This design comes from an exercise in tuning for small area and a short achievable clock period on the open sky130 flow, not from production work. Only simulation tests tie the RTL to the original design; equivalence was not proved. No driver is modelled on the clock port, so clock power and skew are understated where the tree is cut down; a real chip needs a root buffer or a tree. Power is estimated from default activity; no workload was simulated.

// Viterbi_Decoder
module Viterbi_Decoder(
    input [1:0] encoded_signal,
    input clk,
    input reset,
    output wire decoded_signal
);
For scale: roughly 240 cells after synthesis, about 52 flip-flops, roughly 5 I/O pins.
export LEC_CHECK = 0
export CAP_MARGIN = 20
export CORE_MARGIN = 2
export CORE_UTILIZATION = 40
export PLACE_DENSITY = 0.7
export SLEW_MARGIN = 20
export SYNTH_HIERARCHICAL = 1
export SYNTH_MINIMUM_KEEP_SIZE = 0
create_clock -name core_clock -period 10.0 [get_ports {clk}]
standard.sh (not shown) runs the stock make flow with config.mk's settings and CLKGATE_MAP_FILE= SYNTH_SCRIPT=/design/flow/synth_recipe.tcl, a recipe that flattens the netlist after the stock synthesis.
==> flow/flow/run.sh <==
#!/bin/bash
# The standard layout (the standard.sh, unchanged synthesis), with two
# optimisation knobs: port buffers of a normal buffer cell instead of the
# delay cell buffer_ports picks by default, and a setup margin so that the
# resizer's repair works towards a shorter period than the 10 ns constraint.
# The constraints (constraint.sdc) are not changed.
set -euo pipefail
bash standard.sh \
  "BUFFER_PORTS_ARGS=-buffer_cell sky130_fd_sc_hd__buf_2" \
  SETUP_SLACK_MARGIN=${MARGIN:-7.2} \
  ABC_LOAD_IN_FF=1 \
  "CTS_ARGS=-sink_clustering_enable -repair_clock_nets -dont_use_dummy_load" \
  finish > make_finish.log 2>&1
The baseline finished clean.
Edit:
CORE_UTILIZATION = 50   (was 40)
PLACE_DENSITY = not set   (was 0.7)
Outcome: Non-clock buffer count is higher by 6. Global-route usage is higher by 6.9 points. Clock skew is higher by 5.9 ps. Sequential power is about the same. First-iteration DRC count is higher by 3.2%. Total power is higher by 1.6%. Via count is higher by 2.3%. Die area is lower by 19%. Critical path depth is lower by 3.
Edit:
==> flow/flow/run.sh (replaced) <==
#!/bin/bash
# The standard layout (the standard.sh: the standard synthesis and ORFS
# flow, unchanged constraints), with these knobs passed to ORFS:
# - port buffers of a normal buffer cell instead of the delay cell that
#   buffer_ports picks by default (every port still gets its buffer);
# - a setup margin, so that the resizer's repair works towards a shorter
#   period than the 10 ns constraint;
# - ABC's output load for the per-module mapping set to 1 fF, so that the
#   small gate-sized modules keep their x1 cells;
# - clock tree synthesis with the default options plus -dont_use_dummy_load.
# All tool output goes to make_finish.log and ORFS's own logs under orfs/.
set -euo pipefail
bash standard.sh \
  "BUFFER_PORTS_ARGS=-buffer_cell sky130_fd_sc_hd__buf_2" \
  SETUP_SLACK_MARGIN=${MARGIN:-7.2} \
  ABC_LOAD_IN_FF=1 \
  "CTS_ARGS=-sink_clustering_enable -repair_clock_nets -dont_use_dummy_load" \
  finish > make_finish.log 2>&1
CORE_UTILIZATION = 40   (was 50)
PLACE_DENSITY = 0.7   (was not set)
Count of clock-buffer cells in the layout is unchanged. Non-clock buffer count drops by 6. Worst setup slack gains 5.7 ps. Cell count climbs by 3.9%. Clock power is about the same. Fmax stays flat.
Edit:
==> flow/flow/run.sh (replaced) <==
#!/bin/bash
# The standard layout (the standard.sh, unchanged synthesis), with two
# optimisation knobs: port buffers of a normal buffer cell instead of the
# delay cell buffer_ports picks by default, and a setup margin so that the
# resizer's repair works towards a shorter period than the 10 ns constraint.
# The constraints (constraint.sdc) are not changed.
set -euo pipefail
bash standard.sh \
  "BUFFER_PORTS_ARGS=-buffer_cell sky130_fd_sc_hd__buf_2" \
  SETUP_SLACK_MARGIN=${MARGIN:-7.2} \
  ABC_LOAD_IN_FF=1 \
  "CTS_ARGS=-sink_clustering_enable -repair_clock_nets -dont_use_dummy_load" \
  finish > make_finish.log 2>&1
CORE_UTILIZATION = 50   (was 40)
Final cell count fell by 5.0%; clock skew is lower by 7.5 ps; wire length increases by 6.1%; via count went up by 0.34%; final area barely changes.
Edit:
==> flow/flow/run.sh (replaced) <==
#!/bin/bash
# The standard layout (the standard.sh: the standard synthesis and ORFS
# flow, unchanged constraints), with these knobs passed to ORFS:
# - port buffers of a normal buffer cell instead of the delay cell that
#   buffer_ports picks by default (every port still gets its buffer);
# - a setup margin, so that the resizer's repair works towards a shorter
#   period than the 10 ns constraint;
# - ABC's output load for the per-module mapping set to 1 fF, so that the
#   small gate-sized modules keep their x1 cells;
# - clock tree synthesis with the default options plus -dont_use_dummy_load.
# All tool output goes to make_finish.log and ORFS's own logs under orfs/.
set -euo pipefail
bash standard.sh \
  "BUFFER_PORTS_ARGS=-buffer_cell sky130_fd_sc_hd__buf_2" \
  SETUP_SLACK_MARGIN=${MARGIN:-7.15} \
  ABC_LOAD_IN_FF=1 \
  "CTS_ARGS=-sink_clustering_enable -repair_clock_nets -dont_use_dummy_load" \
  finish > make_finish.log 2>&1
CORE_UTILIZATION = 40   (was 50)
Outcome: Flip-flop and latch count is unchanged; routed wire length fell by 6.2%; global-route usage goes down by 6.3 points; non-clock buffer count goes down by 2; die area grows by 24%; via count drops by 0.98%; synthesized area does not change; synthesized cell count is unchanged; power drops by 1.3%; register-to-register slack is better by 40 ps.

* * *

Another version of the RTL of Viterbi_Decoder (not shown whole).
Size: ~250 cells after synthesis, about 52 flip-flops.
// Viterbi_Decoder
module Viterbi_Decoder(
    input [1:0] encoded_signal,
    input clk,
    input reset,
    output wire decoded_signal
);
export LEC_CHECK = 0
export CAP_MARGIN = 20
export CORE_MARGIN = 2
export CORE_UTILIZATION = 40
export SLEW_MARGIN = 20
export SYNTH_HIERARCHICAL = 1
export SYNTH_MINIMUM_KEEP_SIZE = 0
create_clock -name core_clock -period 10.0 [get_ports {clk}]
==> flow/flow/run.sh <==
#!/bin/bash
# The standard layout (the standard.sh, unchanged synthesis), with two
# optimisation knobs: port buffers of a normal buffer cell instead of the
# delay cell buffer_ports picks by default, and a setup margin so that the
# resizer's repair works towards a shorter period than the 10 ns constraint.
# The constraints (constraint.sdc) are not changed.
set -euo pipefail
bash standard.sh \
  "POST_CTS_TCL=$PWD/flow/flat_clock.tcl" \
  "BUFFER_PORTS_ARGS=-buffer_cell sky130_fd_sc_hd__buf_2" \
  SETUP_SLACK_MARGIN=${MARGIN:-7.2} \
  ABC_LOAD_IN_FF=1 \
  "CTS_ARGS=-sink_clustering_enable -repair_clock_nets -dont_use_dummy_load" \
  finish > make_finish.log 2>&1
==> flow/flow/flat_clock.tcl <==
set block [ord::get_db_block]
set clkport_net [$block findNet clk]
set root ""
foreach it [$clkport_net getITerms] {
  if {[$it isInputSignal]} { set root [$it getInst] }
}
if {$root eq ""} { error "flat_clock: no root clock buffer" }
set rootin ""; set rootout ""
foreach it [$root getITerms] {
  if {[$it isInputSignal]} { set rootin $it }
  if {[$it isOutputSignal]} { set rootout [$it getNet] }
}
set leaves {}
set other 0
foreach it [$rootout getITerms] {
  set inst [$it getInst]
  if {$inst eq $root} continue
  if {[string match "sky130_fd_sc_hd__clkbuf*" [[$inst getMaster] getName]]} {
    lappend leaves $it
  } else {
    incr other
  }
}
puts "flat_clock: root [$root getName], [llength $leaves] leaf buffers, $other other sinks"
if {$other == 0 && [llength $leaves] > 0 && [llength $leaves] <= 4} {
  foreach it $leaves {
    $it disconnect
    $it connect $clkport_net
  }
  $rootin disconnect
  foreach it [$root getITerms] { if {[$it isOutputSignal]} { $it disconnect } }
  odb::dbInst_destroy $root
  odb::dbNet_destroy $rootout
  detailed_placement
  estimate_parasitics -placement
} else {
  puts "flat_clock: tree left as it is"
}
The starting point ran to the end with no violations.
Edit:
--- a/flow/flow/run.sh
+++ b/flow/flow/run.sh
@@ -7,8 +7,7 @@
 set -euo pipefail
 bash standard.sh \
-  "POST_CTS_TCL=$PWD/flow/flat_clock.tcl" \
   "BUFFER_PORTS_ARGS=-buffer_cell sky130_fd_sc_hd__buf_2" \
   SETUP_SLACK_MARGIN=${MARGIN:-7.2} \
   ABC_LOAD_IN_FF=1 \
-  "CTS_ARGS=-sink_clustering_enable -repair_clock_nets -dont_use_dummy_load" \
+  "CTS_ARGS=-buf_list sky130_fd_sc_hd__clkbuf_16 -root_buf sky130_fd_sc_hd__clkbuf_16 -sink_buffer_max_cap_derate 1.0 -repair_clock_nets" \
   finish > make_finish.log 2>&1
removed: flow/flow/flat_clock.tcl
The changed run completed with no timing, DRC or antenna violations.
Total power is higher by about a fifth.
Hold slack is about the same.
Wire length is lower by a few percent.
Clock power is higher to 2.5 times its value.
Combinational power hardly moves.
Cell count is lower slightly.
Design area is higher slightly.
Worst setup slack gets better by 57 ps.
Utilization is higher by 0.90 points.
Synthesized cell count is unchanged.
Edit:
--- a/flow/flow/run.sh
+++ b/flow/flow/run.sh
@@ -8,6 +8,6 @@
 bash standard.sh \
   "BUFFER_PORTS_ARGS=-buffer_cell sky130_fd_sc_hd__buf_2" \
-  SETUP_SLACK_MARGIN=${MARGIN:-7.2} \
+  SETUP_SLACK_MARGIN=${MARGIN:-7.3} \
   ABC_LOAD_IN_FF=1 \
-  "CTS_ARGS=-buf_list sky130_fd_sc_hd__clkbuf_16 -root_buf sky130_fd_sc_hd__clkbuf_16 -sink_buffer_max_cap_derate 1.0 -repair_clock_nets" \
+  "CTS_ARGS=-sink_clustering_enable -repair_clock_nets -dont_use_dummy_load" \
   finish > make_finish.log 2>&1
The changed run completed with no timing, DRC or antenna violations; area after synthesis does not change; cell area shrinks by 4.0%; setup slack degrades by 4.1 ps; cell count shrinks by 0.30%; die area does not change; register-to-register slack improves by 50 ps; non-clock buffer count grows by 2; utilization shrinks by 1.9 points.
Edit:
--- a/flow/flow/run.sh
+++ b/flow/flow/run.sh
@@ -8,6 +8,6 @@
 bash standard.sh \
   "BUFFER_PORTS_ARGS=-buffer_cell sky130_fd_sc_hd__buf_2" \
-  SETUP_SLACK_MARGIN=${MARGIN:-7.3} \
+  SETUP_SLACK_MARGIN=${MARGIN:-7.2} \
   ABC_LOAD_IN_FF=1 \
-  "CTS_ARGS=-sink_clustering_enable -repair_clock_nets -dont_use_dummy_load" \
+  "CTS_ARGS=-sink_clustering_enable -sink_clustering_size 60 -sink_clustering_max_diameter 500 -sink_clustering_levels 1 -buf_list sky130_fd_sc_hd__clkbuf_8 -root_buf sky130_fd_sc_hd__clkbuf_8 -sink_buffer_max_cap_derate 1.0 -repair_clock_nets" \
   finish > make_finish.log 2>&1
Result:
- worst setup slack gets worse by 23 ps
- synthesized cell count stays the same
- power rose by 12%
- wire length rose by 2.7%
- final cell count rose by 0.30%
- via count fell by 0.64%
- critical path depth is unchanged
- area after synthesis stays the same
Edit:
--- a/flow/flow/run.sh
+++ b/flow/flow/run.sh
@@ -10,4 +10,4 @@
   SETUP_SLACK_MARGIN=${MARGIN:-7.2} \
   ABC_LOAD_IN_FF=1 \
-  "CTS_ARGS=-sink_clustering_enable -sink_clustering_size 60 -sink_clustering_max_diameter 500 -sink_clustering_levels 1 -buf_list sky130_fd_sc_hd__clkbuf_8 -root_buf sky130_fd_sc_hd__clkbuf_8 -sink_buffer_max_cap_derate 1.0 -repair_clock_nets" \
+  "CTS_ARGS=-sink_clustering_enable -repair_clock_nets -dont_use_dummy_load" \
   finish > make_finish.log 2>&1
What happened: Combinational power is about the same. Setup slack gets better by 29 ps. Fmax increases by 1.1%.

* * *

RTL: one of the versions met above, not the one the previous note started from.
For scale: ~52 flip-flops, ~5 I/O pins.
export LEC_CHECK = 0
export CAP_MARGIN = 20
export CORE_MARGIN = 2
export CORE_UTILIZATION = 40
export SLEW_MARGIN = 20
export SYNTH_HIERARCHICAL = 1
export SYNTH_MINIMUM_KEEP_SIZE = 0
create_clock -name core_clock -period 10.0 [get_ports {clk}]
==> flow/flow/run.sh <==
#!/bin/bash
# The standard layout (the standard.sh, unchanged synthesis), with two
# optimisation knobs: port buffers of a normal buffer cell instead of the
# delay cell buffer_ports picks by default, and a setup margin so that the
# resizer's repair works towards a shorter period than the 10 ns constraint.
# The constraints (constraint.sdc) are not changed.
set -euo pipefail
bash standard.sh \
  "BUFFER_PORTS_ARGS=-buffer_cell sky130_fd_sc_hd__buf_2" \
  SETUP_SLACK_MARGIN=${MARGIN:-7.2} \
  ABC_LOAD_IN_FF=1 \
  "CTS_ARGS=-sink_clustering_enable -repair_clock_nets -dont_use_dummy_load" \
  finish > make_finish.log 2>&1
The baseline went through all stages and came out clean.
Then changed:
==> flow/flow/run.sh (replaced) <==
#!/bin/bash
# The standard layout (the standard.sh: the standard synthesis and ORFS
# flow, unchanged constraints), with these knobs passed to ORFS:
# - port buffers of a normal buffer cell instead of the delay cell that
#   buffer_ports picks by default (every port still gets its buffer);
# - a setup margin, so that the resizer's repair works towards a shorter
#   period than the 10 ns constraint;
# - ABC's output load for the per-module mapping set to 1 fF, so that the
#   small gate-sized modules keep their x1 cells;
# - clock tree synthesis with the default options plus -dont_use_dummy_load.
# All tool output goes to make_finish.log and ORFS's own logs under orfs/.
set -euo pipefail
bash standard.sh \
  "POST_CTS_TCL=$PWD/flow/flat_clock.tcl" \
  "BUFFER_PORTS_ARGS=-buffer_cell sky130_fd_sc_hd__buf_2" \
  SETUP_SLACK_MARGIN=${MARGIN:-7.30} \
  ABC_LOAD_IN_FF=1 \
  "CTS_ARGS=-sink_clustering_enable -repair_clock_nets -dont_use_dummy_load" \
  finish > make_finish.log 2>&1
==> flow/flow/flat_clock.tcl (new file) <==
set block [ord::get_db_block]
set clkport_net [$block findNet clk]
set root ""
foreach it [$clkport_net getITerms] {
  if {[$it isInputSignal]} { set root [$it getInst] }
}
if {$root eq ""} { error "flat_clock: no root clock buffer" }
set rootin ""; set rootout ""
foreach it [$root getITerms] {
  if {[$it isInputSignal]} { set rootin $it }
  if {[$it isOutputSignal]} { set rootout [$it getNet] }
}
set leaves {}
set other 0
foreach it [$rootout getITerms] {
  set inst [$it getInst]
  if {$inst eq $root} continue
  if {[string match "sky130_fd_sc_hd__clkbuf*" [[$inst getMaster] getName]]} {
    lappend leaves $it
  } else {
    incr other
  }
}
puts "flat_clock: root [$root getName], [llength $leaves] leaf buffers, $other other sinks"
if {$other == 0 && [llength $leaves] > 0 && [llength $leaves] <= 4} {
  foreach it $leaves {
    $it disconnect
    $it connect $clkport_net
  }
  $rootin disconnect
  foreach it [$root getITerms] { if {[$it isOutputSignal]} { $it disconnect } }
  odb::dbInst_destroy $root
  odb::dbNet_destroy $rootout
  detailed_placement
  estimate_parasitics -placement
} else {
  puts "flat_clock: tree left as it is"
}
PLACE_DENSITY = 0.7   (was not set)
The changed run went through all stages and came out clean.
Core utilization climbs by 1.4 points.
Setup slack gains 45 ps.
Global-route usage drops by 2.4 points.
Combinational power is about the same.
Non-clock buffer count drops by 2.
Wire length climbs by 0.84%.
Via count climbs by 0.55%.
Final area climbs by 2.9%.
First-iteration DRC count climbs by 6.5%.
Then changed:
--- a/flow/flow/run.sh
+++ b/flow/flow/run.sh
@@ -15,3 +15,3 @@
   "BUFFER_PORTS_ARGS=-buffer_cell sky130_fd_sc_hd__buf_2" \
-  SETUP_SLACK_MARGIN=${MARGIN:-7.30} \
+  SETUP_SLACK_MARGIN=${MARGIN:-7.35} \
   ABC_LOAD_IN_FF=1 \
After rerunning: Power goes up by 1.2%; routed wire length goes up by 2.4%; design area goes up by 3.1%; final cell count goes up by 1.5%; non-clock buffer count goes up by 5; global-route usage hardly moves; worst setup slack degrades by 21 ps.

-- separate check: timing with driven ports --
How much do the figures lean on ideal ports? The routed layouts below were timed once more, with nothing changed but the port constraints.
Step 1, drivers: a clkbuf_16 drives clk and a buf_2 each remaining input, both assumed.
Step 2, shift: input delay + t, output delay - t, t = (earliest + latest rising clock arrival at the registers) / 2. This alone moves slack from input paths to output paths.
Slacks: ideal ports / drivers / drivers and shift; pairs: ideal ports / drivers.
run	shift t [ns]	slack for setup (ns)	worst setup path at the end	worst register clock-pin slew, ns	pins driven straight from the clock port
the first run of note 1	0.309	7.280 / 7.257 / 6.978	input to register	0.09 / 0.09	1
the second run of note 1	0.317	7.275 / 7.247 / 6.998	input to register	0.09 / 0.09	1
the third run of note 1	0.309	7.280 / 7.257 / 6.978	input to register	0.09 / 0.09	1
the fourth run of note 1	0.321	7.249 / 7.226 / 7.004	input to register	0.09 / 0.09	1
the fifth run of note 1	0.309	7.281 / 7.258 / 6.979	input to register	0.09 / 0.09	1
the first run of note 2	0.189	7.222 / 7.250 / 7.062	input to register	0.10 / 0.10	4
the second run of note 2	0.307	7.279 / 7.248 / 6.998	input to register	0.07 / 0.07	1
the third run of note 2	0.318	7.275 / 7.249 / 7.046	input to register	0.10 / 0.10	1
the fourth run of note 2	0.323	7.252 / 7.226 / 6.999	input to register	0.10 / 0.10	1
the fifth run of note 2	0.315	7.282 / 7.255 / 6.984	input to register	0.10 / 0.10	1
the first run of note 3	0.325	7.271 / 7.238 / 6.971	input to register	0.09 / 0.09	1
the second run of note 3	0.184	7.315 / 7.339 / 7.154	input to register	0.09 / 0.09	4
the third run of note 3	0.187	7.295 / 7.269 / 7.082	input to register	0.09 / 0.09	4
After both steps setup and hold are still met in every run listed.
